What follows belongs to an exercise in optimizing a design on an open flow for small area, a short achievable clock period and few clock cycles per item; a production flow would make more cautious choices. Power is estimated from default activity; no workload was simulated.

Design simple_modular_adder, start of the top module:
module simple_modular_adder(a,b,clk,rst,out,done);
input [255:0] a,b;
input clk,rst;
output [255:0] out;
output done;
wire [254:6] hs;
wire [62:0] bg, bp, pg, pp;
wire [5:0] l0, l1;
wire c0, c1;
ma_low u_low(.a(a[4:0]), .b(b[4:0]), .x5(a[5] ^ b[5]), .l0(l0), .l1(l1), .c0(c0), .c1(c1));
ma_blk4 u_a0(.a(a[9:6]), .b(b[9:6]), .al(a[5]), .bl(b[5]), .hs(hs[9:6]), .bg(bg[0]), .bp(bp[0]));
ma_blk4 u_a1(.a(a[13:10]), .b(b[13:10]), .al(a[9]), .bl(b[9]), .hs(hs[13:10]), .bg(bg[1]), .bp(bp[1]));
ma_blk4 u_a2(.a(a[17:14]), .b(b[17:14]), .al(a[13]), .bl(b[13]), .hs(hs[17:14]), .bg(bg[2]), .bp(bp[2]));
ma_blk4 u_a3(.a(a[21:18]), .b(b[21:18]), .al(a[17]), .bl(b[17]), .hs(hs[21:18]), .bg(bg[3]), .bp(bp[3]));
ma_blk4 u_a4(.a(a[25:22]), .b(b[25:22]), .al(a[21]), .bl(b[21]), .hs(hs[25:22]), .bg(bg[4]), .bp(bp[4]));
ma_blk4 u_a5(.a(a[29:26]), .b(b[29:26]), .al(a[25]), .bl(b[25]), .hs(hs[29:26]), .bg(bg[5]), .bp(bp[5]));
ma_blk4 u_a6(.a(a[33:30]), .b(b[33:30]), .al(a[29]), .bl(b[29]), .hs(hs[33:30]), .bg(bg[6]), .bp(bp[6]));
ma_blk4 u_a7(.a(a[37:34]), .b(b[37:34]), .al(a[33]), .bl(b[33]), .hs(hs[37:34]), .bg(bg[7]), .bp(bp[7]));
ma_blk4 u_a8(.a(a[41:38]), .b(b[41:38]), .al(a[37]), .bl(b[37]), .hs(hs[41:38]), .bg(bg[8]), .bp(bp[8]));
  ...
Size: ~650 flip-flops, about 770 I/O pins, ~0.026 mm² of cells after synthesis.
==> module ma_blk1, before the edit <==
module ma_blk1(a, b, al, bl, hs, bg, bp);
  input [0:0] a, b;
  input al, bl;
  output [0:0] hs;
  output bg, bp;
  wire [1:0] c;
  assign c[0] = al & bl;
  assign hs[0] = a[0] ^ b[0] ^ c[0];
  assign c[1] = (a[0] & b[0]) | (c[0] & (a[0] ^ b[0]));
  wire ge = a[0] & b[0];
  assign bg = c[1] & ~ge;
  assign bp = &hs;
endmodule
==> module ma_blk4, before the edit <==
module ma_blk4(a, b, al, bl, hs, bg, bp);
  input [3:0] a, b;
  input al, bl;
  output [3:0] hs;
  output bg, bp;
  wire [4:0] c;
  assign c[0] = al & bl;
  assign hs[0] = a[0] ^ b[0] ^ c[0];
  assign c[1] = (a[0] & b[0]) | (c[0] & (a[0] ^ b[0]));
  assign hs[1] = a[1] ^ b[1] ^ c[1];
  assign c[2] = (a[1] & b[1]) | (c[1] & (a[1] ^ b[1]));
  assign hs[2] = a[2] ^ b[2] ^ c[2];
  assign c[3] = (a[2] & b[2]) | (c[2] & (a[2] ^ b[2]));
  assign hs[3] = a[3] ^ b[3] ^ c[3];
  assign c[4] = (a[3] & b[3]) | (c[3] & (a[3] ^ b[3]));
  wire ge = a[3] & b[3];
  assign bg = c[4] & ~ge;
  assign bp = &hs;
endmodule
Settings: LEC_CHECK=0, CAP_MARGIN=20, CORE_MARGIN=2, CORE_UTILIZATION=40, SETUP_SLACK_MARGIN=2.0, SLEW_MARGIN=20, SYNTH_HIERARCHICAL=1; clock period 5.0 ns.
standard.sh (not shown) runs the stock make flow with config.mk's settings and CLKGATE_MAP_FILE= SYNTH_SCRIPT=/design/flow/synth_recipe.tcl, a recipe that flattens the netlist after the stock synthesis.
==> flow/flow/run.sh <==
#!/bin/bash
# Layout flow: the standard ORFS flow (standard.sh, run on a config that includes
# the standard flow's config.mk) with two changes:
#  - the port buffers are the smallest plain buffer, sky130_fd_sc_hd__buf_1, instead of
#    the delay cell buffer_ports picks by default;
#  - (adder cells are mapped as in the standard flow)
#  - slow cells with long PMOS stacks (3- and 4-input OR/NOR and some complex gates) are
#    added to the don't-use list.
# Registers are untouched: they come from the standard synthesis.
set -euo pipefail
here=$(pwd)
cat > own.mk <<EOM
include $here/config.mk
export BUFFER_PORTS_ARGS = -buffer_cell sky130_fd_sc_hd__buf_1
export DONT_USE_CELLS = sky130_fd_sc_hd__nor3_1 sky130_fd_sc_hd__nor3_2 sky130_fd_sc_hd__nor3_4 sky130_fd_sc_hd__nor3b_1 sky130_fd_sc_hd__nor3b_2 sky130_fd_sc_hd__nor3b_4 sky130_fd_sc_hd__nor4_1 sky130_fd_sc_hd__nor4_2 sky130_fd_sc_hd__nor4_4 sky130_fd_sc_hd__nor4b_1 sky130_fd_sc_hd__nor4b_2 sky130_fd_sc_hd__nor4b_4 sky130_fd_sc_hd__nor4bb_1 sky130_fd_sc_hd__nor4bb_2 sky130_fd_sc_hd__nor4bb_4 sky130_fd_sc_hd__or3_1 sky130_fd_sc_hd__or3_2 sky130_fd_sc_hd__or3_4 sky130_fd_sc_hd__or3b_1 sky130_fd_sc_hd__or3b_2 sky130_fd_sc_hd__or3b_4 sky130_fd_sc_hd__or4_1 sky130_fd_sc_hd__or4_2 sky130_fd_sc_hd__or4_4 sky130_fd_sc_hd__or4b_1 sky130_fd_sc_hd__or4b_2 sky130_fd_sc_hd__or4b_4 sky130_fd_sc_hd__or4bb_1 sky130_fd_sc_hd__or4bb_2 sky130_fd_sc_hd__or4bb_4  sky130_fd_sc_hd__a2111o_1 sky130_fd_sc_hd__a2111o_2 sky130_fd_sc_hd__a2111o_4 sky130_fd_sc_hd__a2111oi_0 sky130_fd_sc_hd__a2111oi_1 sky130_fd_sc_hd__a2111oi_2 sky130_fd_sc_hd__a2111oi_4 sky130_fd_sc_hd__a222oi_1 sky130_fd_sc_hd__a2bb2o_1 sky130_fd_sc_hd__a2bb2o_2 sky130_fd_sc_hd__a2bb2o_4 sky130_fd_sc_hd__a2bb2oi_1 sky130_fd_sc_hd__a2bb2oi_2 sky130_fd_sc_hd__a2bb2oi_4 sky130_fd_sc_hd__a311o_1 sky130_fd_sc_hd__a311o_2 sky130_fd_sc_hd__a311o_4 sky130_fd_sc_hd__a311oi_1 sky130_fd_sc_hd__a311oi_2 sky130_fd_sc_hd__a311oi_4 sky130_fd_sc_hd__a32o_1 sky130_fd_sc_hd__a32o_2 sky130_fd_sc_hd__a32o_4 sky130_fd_sc_hd__a32oi_1 sky130_fd_sc_hd__a32oi_2 sky130_fd_sc_hd__a32oi_4 sky130_fd_sc_hd__a41o_1 sky130_fd_sc_hd__a41o_2 sky130_fd_sc_hd__a41o_4 sky130_fd_sc_hd__a41oi_1 sky130_fd_sc_hd__a41oi_2 sky130_fd_sc_hd__a41oi_4 sky130_fd_sc_hd__o2111a_1 sky130_fd_sc_hd__o2111a_2 sky130_fd_sc_hd__o2111a_4 sky130_fd_sc_hd__o2111ai_1 sky130_fd_sc_hd__o2111ai_2 sky130_fd_sc_hd__o2111ai_4 sky130_fd_sc_hd__o2bb2a_1 sky130_fd_sc_hd__o2bb2a_2 sky130_fd_sc_hd__o2bb2a_4 sky130_fd_sc_hd__o2bb2ai_1 sky130_fd_sc_hd__o2bb2ai_2 sky130_fd_sc_hd__o2bb2ai_4 sky130_fd_sc_hd__o311a_1 sky130_fd_sc_hd__o311a_2 sky130_fd_sc_hd__o311a_4 sky130_fd_sc_hd__o311ai_0 sky130_fd_sc_hd__o311ai_1 sky130_fd_sc_hd__o311ai_2 sky130_fd_sc_hd__o311ai_4 sky130_fd_sc_hd__o32a_1 sky130_fd_sc_hd__o32a_2 sky130_fd_sc_hd__o32a_4 sky130_fd_sc_hd__o32ai_1 sky130_fd_sc_hd__o32ai_2 sky130_fd_sc_hd__o32ai_4 sky130_fd_sc_hd__o41a_1 sky130_fd_sc_hd__o41a_2 sky130_fd_sc_hd__o41a_4 sky130_fd_sc_hd__o41ai_1 sky130_fd_sc_hd__o41ai_2 sky130_fd_sc_hd__o41ai_4 
EOM
sed "s#DESIGN_CONFIG=[^ ]*#DESIGN_CONFIG=$here/own.mk#" standard.sh > own.sh
bash own.sh > standard.log 2>&1
The first run produced a clean layout.
==> next run, changes <==
--- a/flow/design.v
+++ b/flow/design.v
@@ -10,5 +10,5 @@
   wire ge = a[0] & b[0];
   assign bg = c[1] & ~ge;
-  assign bp = &hs;
+  assign bp = (&hs) & ~(c[1] ^ ge);
 endmodule
 module mb_blk1(hs, cb, r);
@@ -35,5 +35,5 @@
   wire ge = a[3] & b[3];
   assign bg = c[4] & ~ge;
-  assign bp = &hs;
+  assign bp = (&hs) & ~(c[4] ^ ge);
 endmodule
 module mb_blk4(hs, cb, r);
After rerunning:
- The new run completed with no timing, DRC or antenna violations
- final cell count is higher by 13%
- final area increases by 3.3%
- non-clock buffer count goes up by 2
- power stays flat
- flip-flop and latch count does not change
- clock skew rose by 0.0091 ns
- synthesized area came out higher by 7.1%
- global-route usage went down by 1.7 points
- sequential share of layout area decreases by 1.3 points
- routed wire length is about the same
- die area grows by 7.0%
- clock power hardly moves
No run of this note included a check of the RTL's function; only the layout flow was run.

## port drivers added, routing unchanged
In the flow no input, the clock included, has a driving cell. The finished layouts below were timed again as built, in two steps.
Step 1 sets driving cells, clkbuf_16 on the clock port and buf_2 on the other inputs (assumed; they add their load-dependent delay and slew).
Step 2 also shifts input and output timing later by t, the mid clock arrival at the registers, as if the neighbouring blocks saw the same clock.
a / b / c = ideal / step 1 / step 2; a / b = the first two.
run	t, ns	setup slack, ns	hold WS [ns]	pins driven straight from the clock port
the first run	0.644	2.086 / 2.086 / 1.583	0.426 / 0.426 / 0.426	1
the second run	0.643	2.187 / 2.216 / 1.574	0.399 / 0.399 / 0.399	1
After both steps setup and hold are still met in every run listed. The setup slack of the second run, which loses most, moves by +0.029 ns with the drivers and by -0.613 ns with both steps.
